This is an optimization exercise on Yosys and OpenROAD, whose aim is small area and a short achievable clock period, not a production implementation.
RTL that was checked went through simulation tests only; none was proved equivalent to the original.
Power is estimated from default activity; no workload was simulated.

Setup of oak:
==> module fifo_sync, before the edit <==
module fifo_sync #(
    parameter DATA_WIDTH          = 32,
    parameter DEPTH               = 16,
    parameter ADDR_WIDTH          = $clog2(DEPTH),
    parameter ALMOST_FULL_THRESH  = DEPTH - 2,
    parameter ALMOST_EMPTY_THRESH = 2
) (
    input  wire                    clk,
    input  wire                    rst_n,
    input  wire                    wr_en,
    input  wire [DATA_WIDTH-1:0]   wr_data,
    output reg                     full,
    output reg                     almost_full,
    output reg                     overflow,
    input  wire                    rd_en,
    output reg  [DATA_WIDTH-1:0]   rd_data,
    output reg                     empty,
    output reg                     almost_empty,
    output reg                     underflow,
    output reg  [ADDR_WIDTH:0]     data_count,
    output reg  [ADDR_WIDTH:0]     peak_count
);
    reg [DATA_WIDTH-1:0] mem [0:DEPTH-1];
    reg [ADDR_WIDTH-1:0] wr_ptr;
    reg [ADDR_WIDTH-1:0] rd_ptr;
    wire do_write = wr_en & ~full;
    wire do_read  = rd_en & ~empty;
    wire inc      = do_write & ~do_read;
    wire dec      = do_read & ~do_write;
    integer i;
    always @(posedge clk) begin
        for (i = 0; i < DEPTH; i = i + 1)
            if (!full && wr_ptr == i)
                mem[i] <= wr_data;
    end
    reg [DATA_WIDTH-1:0] rd_word;
    always @(*) begin
        rd_word = {DATA_WIDTH{1'b0}};
        for (i = 0; i < DEPTH; i = i + 1)
            rd_word = rd_word | (mem[i] & {DATA_WIDTH{rd_ptr == i}});
    end
    always @(posedge clk) begin
        if (!rst_n) begin
            wr_ptr  <= {ADDR_WIDTH{1'b0}};
            rd_ptr  <= {ADDR_WIDTH{1'b0}};
            rd_data <= {DATA_WIDTH{1'b0}};
        end else begin
            if (do_write) wr_ptr <= wr_ptr + 1'b1;
            if (do_read) begin
                rd_ptr  <= rd_ptr + 1'b1;
                rd_data <= rd_word;
            end
        end
    end
    wire [ADDR_WIDTH:0] cnt_up = data_count + 1'b1;
    wire [ADDR_WIDTH:0] cnt_dn = data_count - 1'b1;
    wire peak_hit = (peak_count == data_count);
    always @(posedge clk) begin
        if (!rst_n) begin
            full         <= 1'b0;
            empty        <= 1'b1;
            almost_full  <= 1'b0;
            almost_empty <= 1'b1;
            data_count   <= {(ADDR_WIDTH+1){1'b0}};
            peak_count   <= {(ADDR_WIDTH+1){1'b0}};
            overflow     <= 1'b0;
            underflow    <= 1'b0;
        end else begin
            overflow  <= wr_en & full;
            underflow <= rd_en & empty;
            if (inc) begin
                data_count   <= cnt_up;
                full         <= (cnt_up == DEPTH);
                empty        <= 1'b0;
                almost_full  <= (cnt_up >= ALMOST_FULL_THRESH);
                almost_empty <= (cnt_up <= ALMOST_EMPTY_THRESH);
                if (peak_hit) peak_count <= cnt_up;
            end else if (dec) begin
                data_count   <= cnt_dn;
                full         <= 1'b0;
                empty        <= (cnt_dn == 0);
                almost_full  <= (cnt_dn >= ALMOST_FULL_THRESH);
                almost_empty <= (cnt_dn <= ALMOST_EMPTY_THRESH);
            end
        end
    end
endmodule
export LEC_CHECK = 0
export CAP_MARGIN = 20
export CORE_MARGIN = 2
export CORE_UTILIZATION = 40
export SLEW_MARGIN = 20
create_clock -name core_clock -period 3.2 [get_ports {clk}]
run.sh (not shown) runs the stock make flow with config.mk's settings and CLKGATE_MAP_FILE= SYNTH_SCRIPT=/design/flow/synth_recipe.tcl, a recipe that flattens the netlist after the stock synthesis.
Relative to oak, the following input files were edited for pine:
==> flow/design.v <==
`timescale 1ns / 1ps
module fifo_sync #(
    parameter DATA_WIDTH          = 32,
    parameter DEPTH               = 16,
    parameter ADDR_WIDTH          = $clog2(DEPTH),
    parameter ALMOST_FULL_THRESH  = DEPTH - 2,
    parameter ALMOST_EMPTY_THRESH = 2
) (
    input  wire                    clk,
    input  wire                    rst_n,
    input  wire                    wr_en,
    input  wire [DATA_WIDTH-1:0]   wr_data,
    output reg                     full,
    output reg                     almost_full,
    output reg                     overflow,
    input  wire                    rd_en,
    output reg  [DATA_WIDTH-1:0]   rd_data,
    output reg                     empty,
    output reg                     almost_empty,
    output reg                     underflow,
    output reg  [ADDR_WIDTH:0]     data_count,
    output reg  [ADDR_WIDTH:0]     peak_count
);
    reg [DATA_WIDTH-1:0] mem [0:DEPTH-1];
    reg [ADDR_WIDTH-1:0] wr_ptr;      
    reg [DEPTH-1:0]      rd_sel;      
    reg [ADDR_WIDTH:0]   cnt_n;
    reg                  full_n;
    reg                  empty_n;
    wire [ADDR_WIDTH:0]  cnt = ~cnt_n;
    wire do_write = wr_en & full_n;
    wire do_read  = rd_en & empty_n;
    wire inc      = do_write & ~do_read;
    wire dec      = do_read & ~do_write;
    integer i;
    always @(posedge clk) begin
        for (i = 0; i < DEPTH; i = i + 1)
            if (full_n && wr_ptr == i)
                mem[i] <= wr_data;
    end
    reg [DATA_WIDTH-1:0] rd_word;
    always @(*) begin
        rd_word = {DATA_WIDTH{1'b0}};
        for (i = 0; i < DEPTH; i = i + 1)
            rd_word = rd_word | (mem[i] & {DATA_WIDTH{rd_sel[i]}});
    end
    always @(posedge clk) begin
        if (!rst_n) begin
            wr_ptr  <= {ADDR_WIDTH{1'b0}};
            rd_sel  <= {{(DEPTH-1){1'b0}}, 1'b1};
            rd_data <= {DATA_WIDTH{1'b0}};
        end else begin
            if (do_write) wr_ptr <= wr_ptr + 1'b1;
            if (do_read) begin
                rd_sel  <= {rd_sel[DEPTH-2:0], rd_sel[DEPTH-1]};
                rd_data <= rd_word;
            end
        end
    end
    wire [ADDR_WIDTH:0] cnt_up = cnt + 1'b1;
    wire [ADDR_WIDTH:0] cnt_dn = cnt - 1'b1;
    wire peak_hit = (peak_count == cnt);
    always @(posedge clk) begin
        if (!rst_n) begin
            full         <= 1'b0;
            empty        <= 1'b1;
            almost_full  <= 1'b0;
            almost_empty <= 1'b1;
            data_count   <= {(ADDR_WIDTH+1){1'b0}};
            peak_count   <= {(ADDR_WIDTH+1){1'b0}};
            overflow     <= 1'b0;
            underflow    <= 1'b0;
            cnt_n        <= {(ADDR_WIDTH+1){1'b1}};
            full_n       <= 1'b1;
            empty_n      <= 1'b0;
        end else begin
            overflow  <= wr_en & ~full_n;
            underflow <= rd_en & ~empty_n;
            if (inc) begin
                data_count   <= cnt_up;
                cnt_n        <= ~cnt_up;
                full         <= (cnt_up == DEPTH);
                full_n       <= (cnt_up != DEPTH);
                empty        <= 1'b0;
                empty_n      <= 1'b1;
                almost_full  <= (cnt_up >= ALMOST_FULL_THRESH);
                almost_empty <= (cnt_up <= ALMOST_EMPTY_THRESH);
                if (peak_hit) peak_count <= cnt_up;
            end else if (dec) begin
                data_count   <= cnt_dn;
                cnt_n        <= ~cnt_dn;
                full         <= 1'b0;
                full_n       <= 1'b1;
                empty        <= (cnt_dn == 0);
                empty_n      <= (cnt_dn != 0);
                almost_full  <= (cnt_dn >= ALMOST_FULL_THRESH);
                almost_empty <= (cnt_dn <= ALMOST_EMPTY_THRESH);
            end
        end
    end
endmodule
==> run summary <==
- oak has completed all stages; timing, DRC and antenna checks passed.
- No stage failed in pine, and the final checks on the layout all came back clean.
- pine vs. oak: portion of the clock cycle consumed by the worst path in the final layout went down by 7.2 points.
- Against oak, pine comes in 2 higher on total stage count of the critical path.
- In pine, number of instances in the synthesized netlist is lower than in oak.
- Looking at sequential share of layout area across oak and pine, the one that comes out lower is oak.
- Going from oak to pine, portion of netlist area occupied by mux cells shrinks by 0.94 points.
Function not checked in oak: the RTL went through the layout flow alone.

run a:
RTL: one of the versions met above, not the one the previous note started from.
Size in the first run: about 1,300 cells after synthesis, roughly 590 flip-flops, ~84 I/O pins.
==> module fifo_sync, before the edit <==
module fifo_sync #(
    parameter DATA_WIDTH          = 32,
    parameter DEPTH               = 16,
    parameter ADDR_WIDTH          = $clog2(DEPTH),
    parameter ALMOST_FULL_THRESH  = DEPTH - 2,
    parameter ALMOST_EMPTY_THRESH = 2
) (
    input  wire                    clk,
    input  wire                    rst_n,
    input  wire                    wr_en,
    input  wire [DATA_WIDTH-1:0]   wr_data,
    output reg                     full,
    output reg                     almost_full,
    output reg                     overflow,
    input  wire                    rd_en,
    output reg  [DATA_WIDTH-1:0]   rd_data,
    output reg                     empty,
    output reg                     almost_empty,
    output reg                     underflow,
    output reg  [ADDR_WIDTH:0]     data_count,
    output reg  [ADDR_WIDTH:0]     peak_count
);
    reg [DATA_WIDTH-1:0] mem [0:DEPTH-1];
    reg [ADDR_WIDTH-1:0] wr_ptr;      
    reg [DEPTH-1:0]      rd_sel;      
    reg [ADDR_WIDTH:0]   cnt_n;
    reg                  full_n;
    reg                  empty_n;
    wire [ADDR_WIDTH:0]  cnt = ~cnt_n;
    wire do_write = wr_en & full_n;
    wire do_read  = rd_en & empty_n;
    wire inc      = do_write & ~do_read;
    wire dec      = do_read & ~do_write;
    integer i;
    always @(posedge clk) begin
        for (i = 0; i < DEPTH; i = i + 1)
            if (full_n && wr_ptr == i)
                mem[i] <= wr_data;
    end
    reg [DATA_WIDTH-1:0] rd_word;
    always @(*) begin
        rd_word = {DATA_WIDTH{1'b0}};
        for (i = 0; i < DEPTH; i = i + 1)
            rd_word = rd_word | (mem[i] & {DATA_WIDTH{rd_sel[i]}});
    end
    always @(posedge clk) begin
        if (!rst_n) begin
            wr_ptr  <= {ADDR_WIDTH{1'b0}};
            rd_sel  <= {{(DEPTH-1){1'b0}}, 1'b1};
            rd_data <= {DATA_WIDTH{1'b0}};
        end else begin
            if (do_write) wr_ptr <= wr_ptr + 1'b1;
            if (do_read) begin
                rd_sel  <= {rd_sel[DEPTH-2:0], rd_sel[DEPTH-1]};
                rd_data <= rd_word;
            end
        end
    end
    wire [ADDR_WIDTH:0] cnt_up = cnt + 1'b1;
    wire [ADDR_WIDTH:0] cnt_dn = cnt - 1'b1;
    wire peak_hit = (peak_count == cnt);
    always @(posedge clk) begin
        if (!rst_n) begin
            full         <= 1'b0;
            empty        <= 1'b1;
            almost_full  <= 1'b0;
            almost_empty <= 1'b1;
            data_count   <= {(ADDR_WIDTH+1){1'b0}};
            peak_count   <= {(ADDR_WIDTH+1){1'b0}};
            overflow     <= 1'b0;
            underflow    <= 1'b0;
            cnt_n        <= {(ADDR_WIDTH+1){1'b1}};
            full_n       <= 1'b1;
            empty_n      <= 1'b0;
        end else begin
            overflow  <= wr_en & ~full_n;
            underflow <= rd_en & ~empty_n;
            if (inc) begin
                data_count   <= cnt_up;
                cnt_n        <= ~cnt_up;
                full         <= (cnt_up == DEPTH);
                full_n       <= (cnt_up != DEPTH);
                empty        <= 1'b0;
                empty_n      <= 1'b1;
                almost_full  <= (cnt_up >= ALMOST_FULL_THRESH);
                almost_empty <= (cnt_up <= ALMOST_EMPTY_THRESH);
                if (peak_hit) peak_count <= cnt_up;
            end else if (dec) begin
                data_count   <= cnt_dn;
                cnt_n        <= ~cnt_dn;
                full         <= 1'b0;
                full_n       <= 1'b1;
                empty        <= (cnt_dn == 0);
                empty_n      <= (cnt_dn != 0);
                almost_full  <= (cnt_dn >= ALMOST_FULL_THRESH);
                almost_empty <= (cnt_dn <= ALMOST_EMPTY_THRESH);
            end
        end
    end
endmodule
Settings: LEC_CHECK=0, CAP_MARGIN=20, CORE_MARGIN=2, CORE_UTILIZATION=65, CTS_CLUSTER_DIAMETER=100, CTS_CLUSTER_SIZE=25, PLACE_DENSITY=0.75, SETUP_SLACK_MARGIN=1.4, SLEW_MARGIN=20; clock period 3.2 ns.
standard.sh (not shown) runs the stock make flow with config.mk's settings and CLKGATE_MAP_FILE= SYNTH_SCRIPT=/design/flow/synth_recipe.tcl, a recipe that flattens the netlist after the stock synthesis.
==> flow/flow/run.sh <==
#!/bin/bash
# Standard ORFS layout, with the port buffers made from plain buffers
# (sky130_fd_sc_hd__buf_2) instead of the default choice.
set -euo pipefail
export BUFFER_PORTS_ARGS="-buffer_cell sky130_fd_sc_hd__buf_2"
bash standard.sh > standard.log 2>&1
Run a: PASS, flow complete, no timing, DRC or antenna violations
[inputs] run b vs run a
-- flow/design.v --
<<< run a, line 39
                mem[i] <= wr_data;
    end
    reg [DATA_WIDTH-1:0] rd_word;
    always @(*) begin
        rd_word = {DATA_WIDTH{1'b0}};
        for (i = 0; i < DEPTH; i = i + 1)
            rd_word = rd_word | (mem[i] & {DATA_WIDTH{rd_sel[i]}});
    end
    always @(posedge clk) begin
>>> run b, line 39
                mem[i] <= wr_data;
    end
    reg [DATA_WIDTH-1:0] rd_next;
    always @(*) begin
        rd_next = rd_data & {DATA_WIDTH{~do_read}};
        for (i = 0; i < DEPTH; i = i + 1)
            rd_next = rd_next | (mem[i] & {DATA_WIDTH{rd_sel[i] & do_read}});
    end
    always @(posedge clk) begin
<<< run a, line 52
        end else begin
            if (do_write) wr_ptr <= wr_ptr + 1'b1;
            if (do_read) begin
                rd_sel  <= {rd_sel[DEPTH-2:0], rd_sel[DEPTH-1]};
                rd_data <= rd_word;
            end
        end
    end
>>> run b, line 52
        end else begin
            if (do_write) wr_ptr <= wr_ptr + 1'b1;
            rd_data <= rd_next;
            if (do_read)
                rd_sel  <= {rd_sel[DEPTH-2:0], rd_sel[DEPTH-1]};
        end
    end
Notes after the runs:
- The final reports for run b and run a show switching component of the power lower in the former.
- Run a and run b ended up with roughly the same count of standard-cell rows.
- Run a has a higher area growth from synthesis to final layout than run b.
- The launch point of the critical path comes out cnt_n[0] in one run and rd_sel[3] in the other, namely in run b and run a respectively.
- Wire length reported by the detailed router: run b vs run a down 2000 um
- Re overall global routing resource usage: run a was higher than run b.
- Run b vs run a: cell count up slightly
- When run b is set beside run a, its buffering stage count on the worst path with inverters included turns out to be 2 larger.
- Per the comparison of run b with run a, first-pass GRT wire length fell by 3.7%, relative slew slack fell by 7.2 points.

Another version of the RTL of fifo_sync (not shown whole).
Size in the first run: about 1200 cells after synthesis, ~580 flip-flops, about 84 I/O pins, about 21000 um^2 of cells after synthesis.
==> module fifo_sync, before the edit <==
module fifo_sync #(
    parameter DATA_WIDTH          = 32,
    parameter DEPTH               = 16,
    parameter ADDR_WIDTH          = $clog2(DEPTH),
    parameter ALMOST_FULL_THRESH  = DEPTH - 2,
    parameter ALMOST_EMPTY_THRESH = 2
) (
    input  wire                    clk,
    input  wire                    rst_n,
    input  wire                    wr_en,
    input  wire [DATA_WIDTH-1:0]   wr_data,
    output reg                     full,
    output reg                     almost_full,
    output reg                     overflow,
    input  wire                    rd_en,
    output reg  [DATA_WIDTH-1:0]   rd_data,
    output reg                     empty,
    output reg                     almost_empty,
    output reg                     underflow,
    output reg  [ADDR_WIDTH:0]     data_count,
    output reg  [ADDR_WIDTH:0]     peak_count
);
    reg [DATA_WIDTH-1:0] mem [0:DEPTH-1];
    reg [ADDR_WIDTH-1:0] wr_ptr;      
    reg [DEPTH-1:0]      rd_sel;      
    wire do_write = wr_en & ~full;
    wire do_read  = rd_en & ~empty;
    wire inc      = do_write & ~do_read;
    wire dec      = do_read & ~do_write;
    integer i;
    always @(posedge clk) begin
        for (i = 0; i < DEPTH; i = i + 1)
            if (!full && wr_ptr == i)
                mem[i] <= wr_data;
    end
    reg [DATA_WIDTH-1:0] rd_next;
    always @(*) begin
        rd_next = rd_data & {DATA_WIDTH{~do_read}};
        for (i = 0; i < DEPTH; i = i + 1)
            rd_next = rd_next | (mem[i] & {DATA_WIDTH{rd_sel[i] & do_read}});
    end
    always @(posedge clk) begin
        if (!rst_n) begin
            wr_ptr  <= {ADDR_WIDTH{1'b0}};
            rd_sel  <= {{(DEPTH-1){1'b0}}, 1'b1};
            rd_data <= {DATA_WIDTH{1'b0}};
        end else begin
            rd_data <= rd_next;
            if (do_write) wr_ptr <= wr_ptr + 1'b1;
            if (do_read)
                rd_sel  <= {rd_sel[DEPTH-2:0], rd_sel[DEPTH-1]};
        end
    end
    wire [ADDR_WIDTH:0] cnt_up = data_count + 1'b1;
    wire [ADDR_WIDTH:0] cnt_dn = data_count - 1'b1;
    wire peak_hit = (peak_count == data_count);
    always @(posedge clk) begin
        if (!rst_n) begin
            full         <= 1'b0;
            empty        <= 1'b1;
            almost_full  <= 1'b0;
            almost_empty <= 1'b1;
            data_count   <= {(ADDR_WIDTH+1){1'b0}};
            peak_count   <= {(ADDR_WIDTH+1){1'b0}};
            overflow     <= 1'b0;
            underflow    <= 1'b0;
        end else begin
            overflow  <= wr_en & full;
            underflow <= rd_en & empty;
            if (inc) begin
                data_count   <= cnt_up;
                full         <= (cnt_up == DEPTH);
                empty        <= 1'b0;
                almost_full  <= (cnt_up >= ALMOST_FULL_THRESH);
                almost_empty <= (cnt_up <= ALMOST_EMPTY_THRESH);
                if (peak_hit) peak_count <= cnt_up;
            end else if (dec) begin
                data_count   <= cnt_dn;
                full         <= 1'b0;
                empty        <= (cnt_dn == 0);
                almost_full  <= (cnt_dn >= ALMOST_FULL_THRESH);
                almost_empty <= (cnt_dn <= ALMOST_EMPTY_THRESH);
            end
        end
    end
endmodule
Settings: LEC_CHECK=0, CAP_MARGIN=20, CORE_MARGIN=2, CORE_UTILIZATION=65, CTS_CLUSTER_DIAMETER=100, CTS_CLUSTER_SIZE=25, PLACE_DENSITY=0.75, SETUP_SLACK_MARGIN=1.4, SLEW_MARGIN=20; clock period 3.2 ns.
Scripts as last shown in full above: flow/flow/run.sh
==> next run, changes <==
--- a/flow/design.v
+++ b/flow/design.v
@@ -22,65 +22,83 @@
     output reg  [ADDR_WIDTH:0]     peak_count
 );
     reg [DATA_WIDTH-1:0] mem [0:DEPTH-1];
     reg [ADDR_WIDTH-1:0] wr_ptr;      
     reg [DEPTH-1:0]      rd_sel;      
-    wire do_write = wr_en & ~full;
-    wire do_read  = rd_en & ~empty;
+    reg [DEPTH-1:0]      rd_sel_n;    
+    reg [ADDR_WIDTH:0]   cnt_n;
+    reg                  full_n;
+    reg                  empty_n;
+    wire [ADDR_WIDTH:0]  cnt = ~cnt_n;
+    wire do_write = wr_en & full_n;
+    wire do_read  = rd_en & empty_n;
     wire inc      = do_write & ~do_read;
     wire dec      = do_read & ~do_write;
     integer i;
     always @(posedge clk) begin
         for (i = 0; i < DEPTH; i = i + 1)
-            if (!full && wr_ptr == i)
+            if (full_n && wr_ptr == i)
                 mem[i] <= wr_data;
     end
-    reg [DATA_WIDTH-1:0] rd_next;
+    reg [DATA_WIDTH-1:0] rd_word;
     always @(*) begin
-        rd_next = rd_data & {DATA_WIDTH{~do_read}};
+        rd_word = {DATA_WIDTH{1'b0}};
         for (i = 0; i < DEPTH; i = i + 1)
-            rd_next = rd_next | (mem[i] & {DATA_WIDTH{rd_sel[i] & do_read}});
+            rd_word = rd_word | (mem[i] & {{(DATA_WIDTH/2){~rd_sel_n[i]}},
+                                           {(DATA_WIDTH/2){rd_sel[i]}}});
     end
     always @(posedge clk) begin
         if (!rst_n) begin
             wr_ptr  <= {ADDR_WIDTH{1'b0}};
             rd_sel  <= {{(DEPTH-1){1'b0}}, 1'b1};
+            rd_sel_n <= {{(DEPTH-1){1'b1}}, 1'b0};
             rd_data <= {DATA_WIDTH{1'b0}};
         end else begin
-            rd_data <= rd_next;
             if (do_write) wr_ptr <= wr_ptr + 1'b1;
-            if (do_read)
+            if (do_read) begin
                 rd_sel  <= {rd_sel[DEPTH-2:0], rd_sel[DEPTH-1]};
+                rd_sel_n <= {rd_sel_n[DEPTH-2:0], rd_sel_n[DEPTH-1]};
+                rd_data <= rd_word;
+            end
         end
     end
-    wire [ADDR_WIDTH:0] cnt_up = data_count + 1'b1;
-    wire [ADDR_WIDTH:0] cnt_dn = data_count - 1'b1;
-    wire peak_hit = (peak_count == data_count);
+    wire [ADDR_WIDTH:0] cnt_up = cnt + 1'b1;
+    wire [ADDR_WIDTH:0] cnt_dn = cnt - 1'b1;
+    wire peak_hit = (peak_count == cnt);
     always @(posedge clk) begin
         if (!rst_n) begin
             full         <= 1'b0;
             empty        <= 1'b1;
             almost_full  <= 1'b0;
             almost_empty <= 1'b1;
             data_count   <= {(ADDR_WIDTH+1){1'b0}};
             peak_count   <= {(ADDR_WIDTH+1){1'b0}};
             overflow     <= 1'b0;
             underflow    <= 1'b0;
+            cnt_n        <= {(ADDR_WIDTH+1){1'b1}};
+            full_n       <= 1'b1;
+            empty_n      <= 1'b0;
         end else begin
-            overflow  <= wr_en & full;
-            underflow <= rd_en & empty;
+            overflow  <= wr_en & ~full_n;
+            underflow <= rd_en & ~empty_n;
             if (inc) begin
                 data_count   <= cnt_up;
+                cnt_n        <= ~cnt_up;
                 full         <= (cnt_up == DEPTH);
+                full_n       <= (cnt_up != DEPTH);
                 empty        <= 1'b0;
+                empty_n      <= 1'b1;
                 almost_full  <= (cnt_up >= ALMOST_FULL_THRESH);
                 almost_empty <= (cnt_up <= ALMOST_EMPTY_THRESH);
                 if (peak_hit) peak_count <= cnt_up;
             end else if (dec) begin
                 data_count   <= cnt_dn;
+                cnt_n        <= ~cnt_dn;
                 full         <= 1'b0;
+                full_n       <= 1'b1;
                 empty        <= (cnt_dn == 0);
+                empty_n      <= (cnt_dn != 0);
                 almost_full  <= (cnt_dn >= ALMOST_FULL_THRESH);
                 almost_empty <= (cnt_dn <= ALMOST_EMPTY_THRESH);
             end
         end
     end
Effect:
- cell area climbs by a few percent
- non-clock buffer count drops by 9
- sequential share of layout area drops by 1.4 points
- synthesized cell count climbs by a few percent
- cell count climbs by a little under a tenth
Only the layout flow was run in the second run of this note; the RTL was not checked for function there.

[afterwards: timing with drivers on the ports]
No port has a modelled driver above. Below, the same layouts with a new extraction and two added sets of constraints. Step 1 sets driving cells, clkbuf_16 on the clock port and buf_2 on the other inputs (assumed; they add their load-dependent delay and slew). Step 2 also shifts input and output timing later by t, the mid clock arrival at the registers, as if the neighbouring blocks saw the same clock. Slacks: ideal / step 1 / step 2; pairs: ideal / step 1.
run | shift t [ns] | setup WS [ns] | worst setup path at the end | worst register clock-pin slew, ns
oak | 0.653 | 0.615 / 0.562 / 0.439 | input to register | 0.07 / 0.07
pine | 0.666 | 0.846 / 0.846 / 0.305 | input to register | 0.07 / 0.07
run a | 0.633 | 1.432 / 1.393 / 1.071 | input to register | 0.10 / 0.10
run b | 0.628 | 1.427 / 1.381 / 1.035 | input to register | 0.10 / 0.10
the first run of note 3 | 0.627 | 1.419 / 1.368 / 1.110 | input to register | 0.10 / 0.10
the second run of note 3 | 0.627 | 1.411 / 1.370 / 1.127 | input to register | 0.10 / 0.10
After both steps setup and hold are still met in every run listed. The setup slack of pine, which loses most, moves by 0.000 ns with the drivers and by -0.541 ns with both steps.
